What follows belongs to an exercise in optimizing a design on an open flow for small area, a short achievable clock period and few clock cycles per item; a production flow would make more cautious choices.
At most, simulation tests tie the RTL to the original design; equivalence was not proved.
No functional check of the RTL was part of run 2.

$ cat flow/constraint.sdc
create_clock -name core_clock -period 4.0 [get_ports {clk}]
set_input_delay 0.8000 -clock core_clock [delete_from_list [all_inputs] [get_ports {clk}]]
set_output_delay 0.8000 -clock core_clock [all_outputs]
set_load 0.01 [all_outputs]
$ cat flow/flow/run.sh
#!/bin/bash
# The standard layout, with buf_1 cells (not the default delay buffers) as
# the port buffers. Everything else is the standard flow.
set -euo pipefail
export BUFFER_PORTS_ARGS="-buffer_cell sky130_fd_sc_hd__buf_1"
bash standard.sh > standard.log 2>&1
$ cat flow/standard.sh
#!/bin/bash
# synth_recipe.tcl (not shown) runs the flow's synth.tcl, then flattens the netlist and writes it again
# the make line also repeats each setting of config.mk as NAME=value (left out here)
make -C /OpenROAD-flow-scripts/flow DESIGN_CONFIG=/design/flow/config.mk WORK_HOME=/design/flow/orfs CLKGATE_MAP_FILE= SYNTH_SCRIPT=/design/flow/synth_recipe.tcl "${@:-finish}"
$ cat flow/design.v
module div_control (
    input  logic       clk,
    input  logic       rst_n,
    input  logic       valid_in,
    input  logic       ready_in,
    input  logic       last,      
    input  logic       none,      
    output logic       load,
    output logic       align,
    output logic       step,
    output logic       ready_out,
    output logic       valid_out
);
    localparam logic [1:0] IDLE = 2'd0, ALIGN = 2'd1, ITER = 2'd2, DONE = 2'd3;
    logic [1:0] state, next_state;
    always_ff @(posedge clk or negedge rst_n) begin
        if (!rst_n)
            state <= IDLE;
        else
            state <= next_state;
    end
    assign ready_out = (state == IDLE) || ((state == DONE) && ready_in);
    assign load      = ready_out && valid_in;
    assign align     = (state == ALIGN);
    assign step      = (state == ITER);
    assign valid_out = (state == DONE);
    always_comb begin
        next_state = state;
        case (state)
            IDLE:  if (valid_in) next_state = none ? DONE : ALIGN;
            ALIGN: next_state = ITER;
            ITER:  if (last) next_state = DONE;
            DONE:  if (ready_in) next_state = valid_in ? (none ? DONE : ALIGN) : IDLE;
        endcase
    end
endmodule
module div_datapath #(
    parameter int NW = 8
) (
    input  logic        clk,
    input  logic        load,
    input  logic        align,
    input  logic        step,
    input  logic [31:0] dividend,
    input  logic [31:0] divisor,
    output logic        last,
    output logic        none,
    output logic [31:0] quotient,
    output logic [31:0] remainder
);
    logic [31:0]   d;       
    logic          nar;     
    logic [31:0]   rem;     
    logic [31:0]   dq;      
    logic [4:0]    cnt;     
    function automatic logic [4:0] lead(input logic [31:0] x);
        logic [15:0] v1; logic [15:0]     p1;
        logic [7:0]  v2; logic [7:0][1:0] p2;
        logic [3:0]  v3; logic [3:0][2:0] p3;
        logic [1:0]  v4; logic [1:0][3:0] p4;
        for (int i = 0; i < 16; i++) begin
            v1[i] = x[2*i+1] | x[2*i];
            p1[i] = x[2*i+1];
        end
        for (int i = 0; i < 8; i++) begin
            v2[i] = v1[2*i+1] | v1[2*i];
            p2[i] = v1[2*i+1] ? {1'b1, p1[2*i+1]} : {1'b0, p1[2*i]};
        end
        for (int i = 0; i < 4; i++) begin
            v3[i] = v2[2*i+1] | v2[2*i];
            p3[i] = v2[2*i+1] ? {1'b1, p2[2*i+1]} : {1'b0, p2[2*i]};
        end
        for (int i = 0; i < 2; i++) begin
            v4[i] = v3[2*i+1] | v3[2*i];
            p4[i] = v3[2*i+1] ? {1'b1, p3[2*i+1]} : {1'b0, p3[2*i]};
        end
        lead = v4[1] ? {1'b1, p4[1]} : {1'b0, p4[0]};
    endfunction
    function automatic logic [31:0] smear(input logic [31:0] x);
        logic [31:0] t;
        t = x;
        t = t | (t >> 1);
        t = t | (t >> 2);
        t = t | (t >> 4);
        t = t | (t >> 8);
        t = t | (t >> 16);
        smear = t;
    endfunction
    function automatic logic [4:0] sub5(input logic [4:0] x, input logic [4:0] y);
        logic [4:0] g, p, c;
        g = x & ~y;                  
        p = x ^ ~y;                  
        c[0] = 1'b1;
        c[1] = g[0] | p[0];
        c[2] = g[1] | (p[1] & g[0]) | (p[1] & p[0]);
        c[3] = g[2] | (p[2] & g[1]) | (p[2] & p[1] & g[0]) | (p[2] & p[1] & p[0]);
        c[4] = g[3] | (p[3] & g[2]) | (p[3] & p[2] & g[1]) | (p[3] & p[2] & p[1] & g[0])
             | (p[3] & p[2] & p[1] & p[0]);
        sub5 = p ^ c;
    endfunction
    logic [4:0]  pa, pb, s;
    logic        bz;
    assign pa   = lead(dividend);
    assign pb   = lead(divisor);
    assign bz   = (divisor == 32'd0);
    assign none = bz | (|(divisor & ~smear(dividend)));
    assign s    = sub5(pa, pb);
    logic [4:0]  ss;
    assign ss = nar ? {cnt[4:1], 1'b1} : cnt;
    logic [31:0] rt [0:5];
    assign rt[0] = {rem[0], rem[31:1]};
    for (genvar i = 0; i < 5; i++) begin : g_rt
        assign rt[i+1] = ss[i] ? {rt[i][(1<<i)-1:0], rt[i][31:(1<<i)]} : rt[i];
    end
    logic [31:0] lowmask;
    assign lowmask = 32'h7FFF_FFFF >> ss;
    logic [32:0] rs;
    logic [33:0] diff;
    logic        qbit;
    assign rs   = {rem, dq[31]};
    assign diff = {1'b0, rs} - {2'b0, d};
    assign qbit = ~diff[33];
    logic [NW+1:0] nrs;
    logic [NW+2:0] e1, e2, e3;
    logic [1:0]    nq;
    logic [NW-1:0] nrem;
    logic [NW+1:0] d3;
    assign d3  = {2'b0, d[NW-1:0]} + {1'b0, d[NW-1:0], 1'b0};
    assign nrs = {rem[NW-1:0], dq[31:30]};
    assign e1  = {1'b0, nrs} - {3'b0, d[NW-1:0]};
    assign e2  = {1'b0, nrs} - {2'b0, d[NW-1:0], 1'b0};
    assign e3  = {1'b0, nrs} - {1'b0, d3};
    always_comb begin
        if (!e3[NW+2])      begin nq = 2'd3; nrem = e3[NW-1:0];  end
        else if (!e2[NW+2]) begin nq = 2'd2; nrem = e2[NW-1:0];  end
        else if (!e1[NW+2]) begin nq = 2'd1; nrem = e1[NW-1:0];  end
        else                begin nq = 2'd0; nrem = nrs[NW-1:0]; end
    end
    always_ff @(posedge clk) begin
        if (load) begin
            d   <= divisor;
            nar <= (divisor[31:NW] == '0);
            rem <= dividend;
            dq  <= {32{bz}};
            cnt <= s;
        end else if (align) begin
            rem <= rt[5] & lowmask;
            dq  <= rt[5] & ~lowmask;
            cnt <= nar ? {1'b0, ss[4:1]} : ss;
        end else if (step) begin
            if (nar) begin
                rem[NW-1:0] <= nrem;
                dq          <= {dq[29:0], nq};
            end else begin
                rem <= qbit ? diff[31:0] : rs[31:0];
                dq  <= {dq[30:0], qbit};
            end
            cnt <= cnt - 5'd1;
        end
    end
    assign last      = (cnt == 5'd0);
    assign quotient  = dq;
    assign remainder = rem;
endmodule
module div_iterative (
    input  logic        clk,
    input  logic        rst_n,
    input  logic        valid_in,
    output logic        ready_out,
    input  logic [31:0] dividend,
    input  logic [31:0] divisor,
    output logic        valid_out,
    input  logic        ready_in,
    output logic [31:0] quotient,
    output logic [31:0] remainder
);
    logic load;
    logic align;
    logic step;
    logic last;
    logic none;
    div_control ctrl (
        .clk       (clk),
        .rst_n     (rst_n),
        .valid_in  (valid_in),
        .ready_in  (ready_in),
        .last      (last),
        .none      (none),
        .load      (load),
        .align     (align),
        .step      (step),
        .ready_out (ready_out),
        .valid_out (valid_out)
    );
    div_datapath data (
        .clk       (clk),
        .load      (load),
        .align     (align),
        .step      (step),
        .dividend  (dividend),
        .divisor   (divisor),
        .last      (last),
        .none      (none),
        .quotient  (quotient),
        .remainder (remainder)
    );
endmodule
$ cat flow/config.mk
export PLATFORM = sky130hd
export DESIGN_NAME = div_iterative
export DESIGN_NICKNAME = div_iterative
export VERILOG_FILES = /design/flow/design.v
export SDC_FILE = /design/flow/constraint.sdc
export NUM_CORES = 4
export LEC_CHECK = 0
export CAP_MARGIN = 20
export CORE_MARGIN = 2
export CORE_UTILIZATION = 40
export SETUP_SLACK_MARGIN = 0.6
export SLEW_MARGIN = 20
==> results of run 1 <==
==> worst max-delay path, stage by stage, from the launching register on <==
cell       delay (ps)
edfxtp_1          550
ha_1              440
a21oi_1           310
o21ai_0           200
a21oi_2           270
a31oi_4           210
a2bb2oi_4         340
buf_4             180
mux2_2            320
o221a_2           230
==> metrics by stage <==
stage	worst slack, ps	std cells	cell area, um^2
floorplan	618	1213	11000
global placement	85.4	1689	12200
detailed placement	71.8	1689	12200
CTS	501	1707	12500
global route	446	1717	12700
finish	684	1717	12700
==> flip-flops by register name (all words and copies together), names as in the netlist, named ones only <==
signal,cells
ctrl.state,2
data.cnt,4
data.d,32
data.dq,32
data.nar,1
data.rem,32
==> area by class of cell <==
| class | count | area [um^2] | share of cell area |
|---|---|---|---|
| multi-input cells | 962 | 7380 | 0.582 |
| flip-flops and latches | 104 | 3110 | 0.245 |
| repair buffers | 215 | 1150 | 0.0910 |
| well taps | 341 | 427 | 0.0336 |
| inverters | 79 | 297 | 0.0234 |
| clock buffers | 11 | 253 | 0.0199 |
| clock inverters | 5 | 62.6 | 0.00493 |
==> per-layer routing <==
metal,up-vias,routed length (um),GRT usage,part of all wire
met1,5232,17700,0.391,0.44
li1,4953,-,-,-
met3,102,3260,0.0403,0.081
met4,0,1410,0.0948,0.035
met2,556,17700,0.426,0.44
met5,-,0,0,0
==> worst paths after layout <==
| check | from | slack, ps | to | cells after the start |
|---|---|---|---|---|
| max | data.rem[9]$_DFFE_PP_ | 680 | data.rem[9]$_DFFE_PP_ | 9 |
| min | rst_n | 220 | ctrl.state[1]$_DFFE_PN0P_ | 1 |
| max reg2reg | data.rem[9]$_DFFE_PP_ | 680 | data.rem[9]$_DFFE_PP_ | 9 |
| min reg2reg | ctrl.state[0]$_DFFE_PN0P_ | 630 | ctrl.state[0]$_DFFE_PN0P_ | 2 |
| max in group asynchronous | rst_n | 3630 | ctrl.state[0]$_DFFE_PN0P_ | 1 |
| min in group core_clock | ctrl.state[0]$_DFFE_PN0P_ | 630 | ctrl.state[0]$_DFFE_PN0P_ | 2 |
==> layout by cell type (no fill, tap or decap), drive strengths merged, types with 13 or more instances in the layout <==
master	netlist	routed
a211oi	16	16
clkbuf	47	13
nand3	28	28
buf	21	213
nor3	28	28
nand2b	16	16
o211ai	14	14
ha	62	62
nand2	80	80
o221ai	31	31
mux4	29	29
a21oi	108	108
o21ai	59	59
o21bai	16	16
inv	79	81
a31oi	23	23
mux2i	118	118
edfxtp	102	102
nor4	13	13
a21o	18	18
nor2	102	102
xor2	20	20
xnor2	24	24
==> cell families (layout without fill, tap and decap cells) <==
group	Yosys count	after routing	share of synthesized area
compound gates	375	375	0.229
xor+xnor	44	44	0.0351
fa+ha+maj	71	71	0.0870
buf+inv	147	310	0.0559
flops	104	104	0.283
mux	153	153	0.173
simple gates	319	319	0.136
==> timing repair <==
item / 4_1_cts / 5_1_grt
gates resized for setup: 2 / 28
endpoints found under the setup margin: 21 / 40
hold buffers: 0 / 0
buffers inserted: 2 / 10
pin swaps: 1 / 15
==> results by group, run 1 <==
Detailed routing
  – Vias per cell: 6.32
  – DR DRC count: 0
  – Drt initial violations: 1244
  – Antenna Violating Nets Remaining: 0
  – Post-Route WL: 40100 um
  – DRT Pass-1 Iters: 5
  – Vias: 10.8k
  – DR WL/cell: 23.3 um

Synthesis
  – Asr flop ratio synth: 0.0192
  – Syn avg cell area: 9.06 um^2
  – Library cells used by synthesis: 76
  – Share of the synthesized area in the top cell type: 0.279
  – Most common cell in the netlist: mux2i_1
  – Mapped Cells: 1213
  – Yosys top cell by area: edfxtp_1
  – Synthesized area: 11000 um^2
  – Synth area leaders: edfxtp_1 28%, mux2i_1 11%, ha_1 7.1%
  – Ys flop type: edfxtp_1
  – Register area share after synthesis: 0.283
  – Syn Nets: 1352
  – Number of synthesized flops with an enable pin: 102
  – Synthesized flop and latch total: 104
  – Ys Warns: 3
  – Synth cell count leaders: 117 x mux2i_1, 107 x a21oi_1, 102 x edfxtp_1

Placement
  – IO buf count: 133
  – Final GP Congestion: 0.960
  – Final HPWL DP: 31200 um

Critical path
  – Req. time, crit path: 4120 ps
  – Crit path max fanout: 7
  – Setup crit end kind: flop
  – Worst EP arrival: 3430 ps
  – Worst Path Class, Setup: flop to flop
  – Worst setup SP type: flop

STA
  – Setup violation total in the final timing report: 0
  – Unrepaired setup endpoints after global routing: yes
  – Hold_ws: 222 ps
  – Clock skew: 13.1 ps
  – Crit share post-route: 0.829
  – Min cycle time layout: 3320 ps
  – Max Freq: 302 MHz
  – Slew headroom: 0.317
  – Worst Max-Slew Pin Slew: 1020 ps
  – Max-slew violations: 0
  – Final TNS setup: 0 ps
  – Final hold viol count: 0

CTS
  – H-tree depth: 3
  – CTS root buffer: clkbuf_16
  – Reg clk slew, reported paths: 80 ps
  – CTS max path bufs: 2
  – CTS Buf Count: 9
  – Worst-Skew Late Latency: 370 ps
  – CTS tree: built
  – CTS Sinks: 104

Global routing
  – Global-route wire length before repair: 61000 um
  – Number of global-route vias before repair: 10.1k
  – Total GRT Usage: 0.274
  – Grt ovf: 0
  – Maximum number of pins on one net before global-route repair: 57
  – Initial antenna violation count: 0

Die
  – Chip Height: 170 um
  – Die extent in x: 170 um
  – I/O pin count: 134
  – Row count: 60
  – Total Die Area: 28800 um^2
  – Initial core utilization: 0.408
  – Core area: 27000 um^2

Layout
  – Antenna cells: 0
  – Fill count: 2624
  – P&R area growth vs syn: 15.5%
  – Final Util: 0.471
  – Share of layout cells above drive strength 1: 0.128
  – NumNets Final: 1510

Min path
  – Hold WC Path Type: primary input to async pin

Run
  – # Max-Cap Violations: 0

Status
  – Outcome: finished clean
Testbench counts, summed over its fixed seeds: cycles 16,103, items 3,200.
==> inputs of run 2 (changes only) <==
--- a/flow/design.v
+++ b/flow/design.v
@@ -49,6 +49,7 @@
     output logic [31:0] remainder
 );
     logic [31:0]   d;       
+    logic [NW+1:0] d3;      
     logic          nar;     
     logic [31:0]   rem;     
     logic [31:0]   dq;      
@@ -106,7 +107,7 @@
     assign none = bz | (|(divisor & ~smear(dividend)));
     assign s    = sub5(pa, pb);
     logic [4:0]  ss;
-    assign ss = nar ? {cnt[4:1], 1'b1} : cnt;
+    assign ss = nar ? {cnt[4:2], 2'b11} : cnt;
     logic [31:0] rt [0:5];
     assign rt[0] = {rem[0], rem[31:1]};
     for (genvar i = 0; i < 5; i++) begin : g_rt
@@ -120,25 +121,26 @@
     assign rs   = {rem, dq[31]};
     assign diff = {1'b0, rs} - {2'b0, d};
     assign qbit = ~diff[33];
-    logic [NW+1:0] nrs;
-    logic [NW+2:0] e1, e2, e3;
-    logic [1:0]    nq;
-    logic [NW-1:0] nrem;
-    logic [NW+1:0] d3;
-    assign d3  = {2'b0, d[NW-1:0]} + {1'b0, d[NW-1:0], 1'b0};
-    assign nrs = {rem[NW-1:0], dq[31:30]};
-    assign e1  = {1'b0, nrs} - {3'b0, d[NW-1:0]};
-    assign e2  = {1'b0, nrs} - {2'b0, d[NW-1:0], 1'b0};
-    assign e3  = {1'b0, nrs} - {1'b0, d3};
-    always_comb begin
-        if (!e3[NW+2])      begin nq = 2'd3; nrem = e3[NW-1:0];  end
-        else if (!e2[NW+2]) begin nq = 2'd2; nrem = e2[NW-1:0];  end
-        else if (!e1[NW+2]) begin nq = 2'd1; nrem = e1[NW-1:0];  end
-        else                begin nq = 2'd0; nrem = nrs[NW-1:0]; end
-    end
+    function automatic logic [NW+1:0] r4(input logic [NW-1:0] r, input logic [1:0] bits,
+                                         input logic [NW-1:0] dv, input logic [NW+1:0] dv3);
+        logic [NW+1:0] rs;
+        logic [NW+2:0] e1, e2, e3;
+        rs = {r, bits};
+        e1 = {1'b0, rs} - {3'b0, dv};
+        e2 = {1'b0, rs} - {2'b0, dv, 1'b0};
+        e3 = {1'b0, rs} - {1'b0, dv3};
+        if (!e3[NW+2])      r4 = {2'd3, e3[NW-1:0]};
+        else if (!e2[NW+2]) r4 = {2'd2, e2[NW-1:0]};
+        else if (!e1[NW+2]) r4 = {2'd1, e1[NW-1:0]};
+        else                r4 = {2'd0, rs[NW-1:0]};
+    endfunction
+    logic [NW+1:0] n1, n2;
+    assign n1 = r4(rem[NW-1:0], dq[31:30], d[NW-1:0], d3);
+    assign n2 = r4(n1[NW-1:0], dq[29:28], d[NW-1:0], d3);
     always_ff @(posedge clk) begin
         if (load) begin
             d   <= divisor;
+            d3  <= {2'b0, divisor[NW-1:0]} + {1'b0, divisor[NW-1:0], 1'b0};
             nar <= (divisor[31:NW] == '0);
             rem <= dividend;
             dq  <= {32{bz}};
@@ -146,11 +148,11 @@
         end else if (align) begin
             rem <= rt[5] & lowmask;
             dq  <= rt[5] & ~lowmask;
-            cnt <= nar ? {1'b0, ss[4:1]} : ss;
+            cnt <= nar ? {2'b0, ss[4:2]} : ss;
         end else if (step) begin
             if (nar) begin
-                rem[NW-1:0] <= nrem;
-                dq          <= {dq[29:0], nq};
+                rem[NW-1:0] <= n2[NW-1:0];
+                dq          <= {dq[27:0], n1[NW+1:NW], n2[NW+1:NW]};
             end else begin
                 rem <= qbit ? diff[31:0] : rs[31:0];
                 dq  <= {dq[30:0], qbit};
==> flow/run.sh (new file) <==
#!/bin/bash
# synth_recipe.tcl (not shown) runs the flow's synth.tcl, then flattens the netlist and writes it again
# the make line also repeats each setting of config.mk as NAME=value (left out here)
make -C /OpenROAD-flow-scripts/flow DESIGN_CONFIG=/design/flow/config.mk WORK_HOME=/design/flow/orfs CLKGATE_MAP_FILE= SYNTH_SCRIPT=/design/flow/synth_recipe.tcl finish
--- a/flow/config.mk
+++ b/flow/config.mk
@@ -8,5 +8,4 @@
 export CAP_MARGIN = 20
 export CORE_MARGIN = 2
 export CORE_UTILIZATION = 40
-export SETUP_SLACK_MARGIN = 0.6
 export SLEW_MARGIN = 20
removed: flow/flow/run.sh
removed: flow/standard.sh
==> results by group, run 2 <==
Die
  – I/O pin count: 134 (unchanged)
  – Row count: 64 (+6.7%)
  – Initial core utilization: 0.406 (-0.00125)
  – Total Die Area: 32500 um^2 (+13%)
  – Core area: 30600 um^2 (+14%)
  – Die extent in x: 180 um (+6.2%)
  – Chip Height: 180 um (+6.2%)

Layout
  – Fill count: 2745 (+4.6%)
  – Final Util: 0.583 (+0.112)
  – Largest registers: data.d (32), data.dq (32), data.rem (32)
  – Storage cell area: 3380 um^2 (+8.7%)
  – Most frequent cells in the layout: 315 x buf_4, 133 x clkdlybuf4s50_1, 111 x edfxtp_1
  – Share of layout cells above drive strength 1: 0.284 (+0.156)
  – Area taken by multi-input logic gates: 9010 um^2 (+22%)
  – Antenna cells: 0 (unchanged)
  – NumNets Final: 1997 (+32%)
  – Commonest non-fill, non-tap cell in the layout: buf_4
  – P&R area growth vs syn: 43.4%

CTS
  – CTS Buf Count: 17 (+8)
  – CTS max path bufs: 2 (unchanged)
  – CTS Sinks: 113 (+8.7%)
  – CTS tree: built
  – Worst-Skew Late Latency: 440 ps (+70 ps)
  – H-tree depth: 4 (+1)
  – Cts hold-fix bufs: 0 (unchanged)
  – CTS root buffer: clkbuf_16
  – Reg clk slew, reported paths: 60 ps (-20 ps)

Critical path
  – Buffers & Inverters on Critical Path: 5 (+4)
  – Cell depth of the worst flop-to-flop path: 21 (+12)
  – FF-to-FF Start: data.dq[30]$_DFFE_PP_
  – Crit path max fanout: 5 (-2)
  – Worst R2R End: data.rem[2]$_DFFE_PP_
  – Worst setup SP type: flop
  – CP Depth: 21 (+12)
  – Crit path max-delay cell type: edfxtp_1
  – Worst EP arrival: 4630 ps (+1200 ps)
  – CP Cell Sequence: inv_2, ha_4, fa_2, nor2b_4, o2111a_1, o211ai_1, nand2_2, buf_6, mux2_4, a221oi_4, inv_2, ha_4, o21ai_1, nand2b_1, a31oi_2, o211ai_1, buf_4, buf_6, mux2i_1, a21o_1, o211ai_1
  – Req. time, crit path: 4160 ps (+40 ps)
  – Max stage delay on crit path: 430 ps (-120 ps)
  – R2R Setup Slk: -470 ps (-1150 ps)
  – Worst Path Class, Setup: flop to flop
  – Most used cell, CP: o211ai_1
  – Setup crit end kind: flop
  – CP top delay family: compound AO/OA/AOI/OAI gates

Synthesis
  – Mapped Cells: 1392 (+15%)
  – Synthesized area: 12400 um^2 (+13%)
  – Compound-cell area share of the yosys netlist: 0.235 (+0.00570)
  – Largest family of logic cells by synthesized area: compound AO/OA/AOI/OAI gates
  – Number of synthesized flops with an enable pin: 111 (+8.8%)
  – Syn Nets: 1565 (+16%)
  – Asr flop ratio synth: 0.0177 (-0.00153)
  – Synthesized flop and latch total: 113 (+8.7%)
  – Ys Warns: 3 (unchanged)
  – Post-Synth Adder-Cell Area: 0.110 (+0.0229)
  – Synth area leaders: edfxtp_1 27%, ha_1 9.9%, mux2i_1 8.1%
  – Register area share after synthesis: 0.272 (-0.0112)
  – Library cells used by synthesis: 79 (+3.9%)
  – Ys flop type: edfxtp_1
  – Yosys top cell by area: edfxtp_1
  – Fraction of synthesized area in multiplexers: 0.149 (-0.0248)
  – Post-Synth XOR/XNOR Area: 0.0416 (+0.00649)
  – Synth Area in Simple Gates: 0.144 (+0.00760)
  – Syn avg cell area: 8.93 um^2 (-1.4%)
  – Synth cell count leaders: 111 x edfxtp_1, 111 x nor2_1, 107 x a21oi_1
  – Share of the synthesized area in the top cell type: 0.268 (-0.0107)

Detailed routing
  – Vias: 13.5k (+25%)
  – DRT Pass-1 Iters: 7 (+2)
  – DR WL/cell: 23.5 um (+0.85%)
  – Vias per cell: 6.06 (-4.0%)
  – DR DRC count: 0 (unchanged)
  – Antenna Violating Nets Remaining: 0 (unchanged)
  – Drt initial violations: 1416 (+14%)
  – Post-Route WL: 52600 um (+31%)

STA
  – Max Freq: 224 MHz (-26%)
  – Worst Max-Slew Pin Slew: 805 ps (-210 ps)
  – Slew headroom: 0.462 (+0.145)
  – Final hold viol count: 0 (unchanged)
  – Min cycle time layout: 4470 ps (+1150 ps)
  – Worst Slack Setup Final: -467 ps (-1150 ps)
  – Unrepaired setup endpoints after global routing: yes
  – Crit share post-route: 1.12 (+0.288)
  – Setup violation total in the final timing report: 10 (+10)
  – Max-slew violations: 0 (unchanged)
  – Clock skew: 15.0 ps (+1.92 ps)

Placement
  – Pre-CTS WS: -673 ps (-745 ps)
  – IO buf count: 133 (unchanged)
  – Final HPWL DP: 41500 um (+33%)
  – Final GP Congestion: 1.02 (+6.4%)

Global routing
  – Global-route wire length before repair: 78900 um (+29%)
  – Maximum number of pins on one net before global-route repair: 76 (+33%)
  – Total GRT Usage: 0.315 (+0.0406)
  – Grt ovf: 0 (unchanged)
  – Initial antenna violation count: 0 (unchanged)
  – Number of global-route vias before repair: 13.3k (+31%)

Status
  – Outcome: complete, but fails checks
  – Violated Checks: negative setup slack

Min path
  – Hold WC Path Type: primary input to async pin

Run
  – # Max-Cap Violations: 0 (unchanged)
## run 2: cell count changes after synthesis, moves of 16 or more
cell     before  now
ha_1         62   98
o21ai_0      58   92
mux2i_1     117  101
nand2_1      80   96
inv_1        79   96
xnor2_1      24   41
## run 2: worst register-to-register path, delay by kind of cell, from the launching register on
kind | cells | cell delay [ps]
AOI/OAI and AO/OA | 8 | 1590
muxes | 2 | 520
DFF | 1 | 430
buffers and inverters | 5 | 720
adders and majority gates | 3 | 650
and+or+nand+nor | 3 | 300
## run 2: what timing repair did
| item | CTS | global route |
|---|---|---|
| endpoints found under the setup margin | 12 | 28 |
| gates resized for setup | 55 | 62 |
| pin swaps | 31 | 29 |
| setup buffers | 26 | 10 |
## run 2: area by class of cell
cell class	instances	area share
flip-flops and latches	113	0.190
multi-input cells	1121	0.505
clock inverters	14	0.00912
inverters	100	0.0211
repair buffers	471	0.223
clock buffers	18	0.0241
well taps	396	0.0278
## run 2: through the flow
stage	area, um^2	hold slack (ps)	instances	TNS [ps]
after global placement	16500	613	2170	-6510
final	17800	535	2233	-3560
after CTS	17500	523	2223	-3010
after floorplan	12600	504	1392	-2240
after detailed placement	16500	618	2170	-7320
after global routing	17800	525	2233	-5370
## run 2: metal layers
layer / GRT usage / vias to the layer above / wire length [um]
met1: 0.444 / 6542 / 22500
met5: 0 / - / 0
li1: - / 6191 / -
met2: 0.509 / 734 / 24100
met3: 0.0461 / 69 / 4920
met4: 0.0748 / 0 / 1030
## run 2: cell families (layout without fill, tap and decap cells)
| kind of cell | count (synthesis) | after routing |
|---|---|---|
| and+or+nand+nor | 375 | 375 |
| AOI/OAI and AO/OA | 436 | 436 |
| DFF | 113 | 113 |
| adders and majority gates | 105 | 105 |
| muxes | 146 | 146 |
| xor gates and xnor gates | 59 | 59 |
| buffers and inverters | 158 | 603 |
## run 2: how the worst max path moves through the flow
stage,startpoint,end,slack (ps)
after detailed placement,data.dq[30]$_DFFE_PP_,data.rem[0]$_DFFE_PP_,-670
after global placement,data.d[0]$_DFFE_PP_,data.rem[0]$_DFFE_PP_,-580
after floorplan,data.dq[30]$_DFFE_PP_,data.rem[6]$_DFFE_PP_,-320
final,data.dq[30]$_DFFE_PP_,data.rem[2]$_DFFE_PP_,-470
after global routing,data.d[0]$_DFFE_PP_,data.rem[2]$_DFFE_PP_,-610
after CTS,data.d[0]$_DFFE_PP_,data.rem[0]$_DFFE_PP_,-350

[re-timing with driven ports]
The results above use ideal ports. As a check the final layouts listed here were re-extracted and re-timed, cells and wires unchanged.
Step 1 sets driving cells, clkbuf_16 on the clock port and buf_2 on the other inputs (assumed; they add their load-dependent delay and slew).
Step 2, shift: input delay + t, output delay - t, t = (earliest + latest rising clock arrival at the registers) / 2. This alone moves slack from input paths to output paths.
Slacks: ideal / step 1 / step 2; pairs: ideal / step 1.
run | shift t [ns] | setup WS [ns] | hold WS [ns] | worst data-port slew with drivers (ns)
run 1 | 0.410 | 0.684 / 0.684 / 0.302 | 0.222 / 0.197 / 0.607 | 0.06
run 2 | 0.481 | -0.467 / -0.467 / -0.467 | 0.535 / 0.524 / 0.626 | 0.06
For run 1, which loses most, drivers alone change the setup slack by 0.000 ns; drivers and shift together by -0.382 ns.
